This is an optimization exercise on Yosys and OpenROAD, whose aim is small area and few clock cycles per item, not a production implementation. Power and IR drop assume default switching activity.

==> flow/design.v <==
module top (clock, start, BestDist, motionX, motionY, AddressR, AddressS1, AddressS2, R, S1, S2, completed);
	input clock;
	input start;
	output [7:0] BestDist;
	output [3:0] motionX, motionY;
	output completed;
	input [7:0] R, S1, S2;
	output [7:0] AddressR;
	output [9:0] AddressS1, AddressS2;
	localparam IDLE = 3'd0, FILL = 3'd1, RUN = 3'd2, SEL = 3'd3, DONE = 3'd4;
	reg [2:0] st;
	reg [7:0] p;           
	reg [3:0] phi;         
	reg pass2;
	reg [3:0] K;           
	reg [7:0] n;           
	reg [7:0] best;
	reg [3:0] mvx, mvy;
	assign AddressR  = p;
	wire [3:0] am1 = p[7:4] - 4'd1;
	wire [4:0] r1 = {1'b0, K} + {1'b0, p[7:4]};
	wire [4:0] r2 = {1'b0, K} + {1'b0, am1};
	assign AddressS1 = {r1, 1'b0, p[3:0]};
	assign AddressS2 = {r2, 1'b1, p[3:0]};
	assign completed = (st == DONE);
	assign BestDist  = best;
	assign motionX   = mvx;
	assign motionY   = mvy;
	wire [8*16-1:0] rin;    
	wire [15:0] th_all;
	genvar g;
	generate for (g = 0; g < 16; g = g + 1) begin : thd
		assign th_all[g] = (p[3:0] >= g);
	end endgenerate
	wire [8*16-1:0] accs;
	wire [15:0] alive;
	wire load = (st == RUN) && (n == 8'd0);
	wire hold = (st != RUN);
	assign rin[7:0] = R;
	genvar j;
	generate
		for (j = 0; j < 16; j = j + 1) begin : pe
			PE u (.clock(clock), .r(rin[8*j+7:8*j]), .s1(S1), .s2(S2), .use_s1(th_all[j]),
			      .load(load), .hold(hold), .best(best),
			      .acc(accs[8*j+7:8*j]), .alive(alive[j]));
			if (j < 15) begin : rp
				reg [7:0] rpipe;
				always @(posedge clock) rpipe <= rin[8*j+7:8*j];
				assign rin[8*j+15:8*j+8] = rpipe;
			end
		end
	endgenerate
	reg [7:0] selv;
	reg [3:0] seli;
	integer q;
	always @* begin
		selv = 8'd0;
		seli = 4'd0;
		for (q = 15; q >= 0; q = q - 1)
			if (alive[q]) begin
				selv = accs[8*q +: 8];
				seli = q;
			end
	end
	wire any_alive = |alive;
	wire last_row = (K == 4'd15);
	localparam [7:0] T1 = 8'd32;
	wire found = ~best[5];                  
	wire give_up = !pass2 && !found && (phi == 4'd14);
	reg new_pass;
	reg [2:0] st_n;
	reg [3:0] K_n;
	reg [7:0] n_n;
	reg next_row;
	always @* begin
		st_n = st;
		K_n = K;
		n_n = n + 8'd1;
		next_row = 1'b0;
		new_pass = 1'b0;
		case (st)
			IDLE: begin st_n = FILL; K_n = 4'd0; n_n = 8'd0; end
			FILL: if (n == 8'd13) begin st_n = RUN; n_n = 8'd0; end
			RUN: begin
				if (n != 8'd0 && !any_alive) next_row = 1'b1;
				else if (n == 8'd255) st_n = SEL;
			end
			SEL: if (!any_alive) next_row = 1'b1;
			default: st_n = DONE;
		endcase
		if (next_row) begin
			n_n = 8'd0;
			st_n = RUN;
			K_n = K + 4'd1;
			if (last_row) begin
				if (pass2 || found) st_n = DONE;
				else new_pass = 1'b1;
			end
		end
		if (give_up && (st == RUN || st == SEL)) begin
			new_pass = 1'b1;
			n_n = 8'd0;
			st_n = RUN;
		end
		if (new_pass) K_n = 4'd0;
		if (!start) st_n = IDLE;
	end
	wire [7:0] p_n = start ? p + 8'd1 : 8'd0;
	always @(posedge clock) begin
		st <= st_n;
		K <= K_n;
		n <= n_n;
		p <= p_n;
		if (st == IDLE) phi <= 4'd0;
		else if (p == 8'hFF) phi <= phi + 4'd1;
		if (st == IDLE) pass2 <= 1'b0;
		else if (new_pass) pass2 <= 1'b1;
		if (st == IDLE)
			best <= T1;
		else if (new_pass)
			best <= 8'hFF;
		else if (st == SEL && any_alive) begin
			best <= selv;
			mvx <= {~seli[3], seli[2:0]};
			mvy <= {~K[3], K[2:0]};
		end
	end
endmodule
module PE (clock, r, s1, s2, use_s1, load, hold, best, acc, alive);
	input clock;
	input [7:0] r, s1, s2;
	input use_s1, load, hold;
	input [7:0] best;
	output reg [7:0] acc;
	output alive;
	wire [7:0] s = use_s1 ? s1 : s2;
	wire [8:0] t = {1'b0, r} + {1'b0, ~s};
	wire c = t[8];
	wire [7:0] x = load ? 8'd0 : acc;
	wire [7:0] y = hold ? 8'd0 : (t[7:0] ^ {8{~c}});
	wire ci = c & ~hold;
	wire [8:0] sum = {1'b0, x} + {1'b0, y} + {8'd0, ci};
	wire [8:0] lt;
	assign lt[0] = 1'b0;
	genvar i;
	generate
		for (i = 0; i < 8; i = i + 1) begin : cmp
			assign lt[i+1] = (~acc[i] & best[i]) | (~acc[i] & lt[i]) | (best[i] & lt[i]);
		end
	endgenerate
	assign alive = lt[8];
	always @(posedge clock) acc <= sum[8] ? 8'hFF : sum[7:0];
endmodule
make LEC_CHECK=0 ABC_AREA=1 CAP_MARGIN=20 CORE_MARGIN=2 CORE_UTILIZATION=65 CTS_BUF_LIST=sky130_fd_sc_hd__clkbuf_8 CTS_CLUSTER_DIAMETER=60 CTS_CLUSTER_SIZE=30 GPL_TIMING_DRIVEN=0 SLEW_MARGIN=20 finish   # period 5.5 ns
run.sh (not shown) runs the stock make flow with config.mk's settings and CLKGATE_MAP_FILE= SYNTH_SCRIPT=/design/flow/synth_recipe.tcl, a recipe that flattens the netlist after the stock synthesis.
Edit:
--- a/flow/design.v
+++ b/flow/design.v
@@ -15,14 +15,15 @@
 	reg [3:0] K;           
 	reg [7:0] n;           
 	reg [7:0] best;
 	reg [3:0] mvx, mvy;
 	assign AddressR  = p;
 	wire [3:0] am1 = p[7:4] - 4'd1;
-	wire [4:0] r1 = {1'b0, K} + {1'b0, p[7:4]};
-	wire [4:0] r2 = {1'b0, K} + {1'b0, am1};
+	wire [3:0] Kc;         
+	wire [4:0] r1 = {1'b0, Kc} + {1'b0, p[7:4]};
+	wire [4:0] r2 = {1'b0, Kc} + {1'b0, am1};
 	assign AddressS1 = {r1, 1'b0, p[3:0]};
 	assign AddressS2 = {r2, 1'b1, p[3:0]};
 	assign completed = (st == DONE);
 	assign BestDist  = best;
 	assign motionX   = mvx;
 	assign motionY   = mvy;
@@ -31,14 +32,15 @@
 	genvar g;
 	generate for (g = 0; g < 16; g = g + 1) begin : thd
 		assign th_all[g] = (p[3:0] >= g);
 	end endgenerate
 	wire [8*16-1:0] accs;
 	wire [15:0] alive;
-	wire load = (st == RUN) && (n == 8'd0);
-	wire hold = (st != RUN);
+	wire sw;                
+	wire load = ((st == RUN) && (n == 8'd0)) || sw;
+	wire hold = (st != RUN) && !sw;
 	assign rin[7:0] = R;
 	genvar j;
 	generate
 		for (j = 0; j < 16; j = j + 1) begin : pe
 			PE u (.clock(clock), .r(rin[8*j+7:8*j]), .s1(S1), .s2(S2), .use_s1(th_all[j]),
 			      .load(load), .hold(hold), .best(best),
@@ -64,48 +66,41 @@
 	end
 	wire any_alive = |alive;
 	wire last_row = (K == 4'd15);
 	localparam [7:0] T1 = 8'd32;
 	wire found = ~best[5];                  
 	wire give_up = !pass2 && !found && (phi == 4'd14);
-	reg new_pass;
+	wire row_out = ((st == RUN) && (n != 8'd0) || (st == SEL)) && !any_alive;
+	wire pass_end = row_out && last_row;
+	wire to_done = pass_end && (pass2 || found);
+	wire new_pass = (pass_end && !to_done) || (give_up && (st == RUN || st == SEL));
+	assign sw = row_out && !to_done && !new_pass;
+	assign Kc = sw ? K + 4'd1 : K;
 	reg [2:0] st_n;
 	reg [3:0] K_n;
 	reg [7:0] n_n;
-	reg next_row;
 	always @* begin
 		st_n = st;
-		K_n = K;
+		K_n = Kc;
 		n_n = n + 8'd1;
-		next_row = 1'b0;
-		new_pass = 1'b0;
 		case (st)
 			IDLE: begin st_n = FILL; K_n = 4'd0; n_n = 8'd0; end
 			FILL: if (n == 8'd13) begin st_n = RUN; n_n = 8'd0; end
-			RUN: begin
-				if (n != 8'd0 && !any_alive) next_row = 1'b1;
-				else if (n == 8'd255) st_n = SEL;
-			end
-			SEL: if (!any_alive) next_row = 1'b1;
-			default: st_n = DONE;
+			RUN: if (!sw && n == 8'd255) st_n = SEL;
+			default: ;
 		endcase
-		if (next_row) begin
+		if (sw) begin
+			st_n = RUN;
+			n_n = 8'd1;
+		end
+		if (to_done) st_n = DONE;
+		if (new_pass) begin
+			st_n = RUN;
 			n_n = 8'd0;
-			st_n = RUN;
-			K_n = K + 4'd1;
-			if (last_row) begin
-				if (pass2 || found) st_n = DONE;
-				else new_pass = 1'b1;
-			end
+			K_n = 4'd0;
 		end
-		if (give_up && (st == RUN || st == SEL)) begin
-			new_pass = 1'b1;
-			n_n = 8'd0;
-			st_n = RUN;
-		end
-		if (new_pass) K_n = 4'd0;
 		if (!start) st_n = IDLE;
 	end
 	wire [7:0] p_n = start ? p + 8'd1 : 8'd0;
 	always @(posedge clock) begin
 		st <= st_n;
 		K <= K_n;
This time the run ran to the end with violations: setup timing. Wire length went up by 5.9%. Power climbs by 3.5%. Count of clock-buffer cells in the layout drops by 6. Core utilization rose by 4.6 points. Via count stays flat. Synthesized cell count is lower by 5.4%. Design area rose by 3.5%. Die area falls by 2.4%. Register-to-register slack loses 0.17 ns. Sequential cell count does not change. Setup slack degrades by 0.26 ns. Sequential share of layout area falls by 0.70 points. Fmax decreases by 4.6%.
Function was not checked in any run of this note: the RTL went through the layout flow alone.

[afterwards: timing with drivers on the ports]
No port has a modelled driver above. Below, the same layouts with a new extraction and two added sets of constraints. Step 1 (the two cells are an assumption about what drives the block):
set clk [get_ports {clock}]
set_driving_cell -lib_cell sky130_fd_sc_hd__clkbuf_16 $clk
set_driving_cell -lib_cell sky130_fd_sc_hd__buf_2 [delete_from_list [all_inputs] $clk]
Step 2 times the ports against the registers' clock, not the clock port: input delays grow and output delays shrink by t, the midpoint of the rising clock arrivals with the driver on. Slacks: ideal / step 1 / step 2; pairs: ideal / step 1.
| run | t, ns | setup slack, ns | hold slack, ns | worst setup path after step 2 | worst slew at a driven data input, ns |
|---|---|---|---|---|---|
| the first run | 0.665 | 0.202 / 0.227 / -0.439 | 0.352 / 0.352 / 0.352 | input to register | 0.04 |
| the second run | 0.704 | -0.056 / -0.111 / -0.669 | 0.364 / 0.364 / 0.364 | input to register | 0.04 |
With both steps, setup timing fails in the first run, where it was met with ideal ports. For the first run, which loses most, drivers alone change the setup slack by +0.025 ns; drivers and shift together by -0.641 ns.
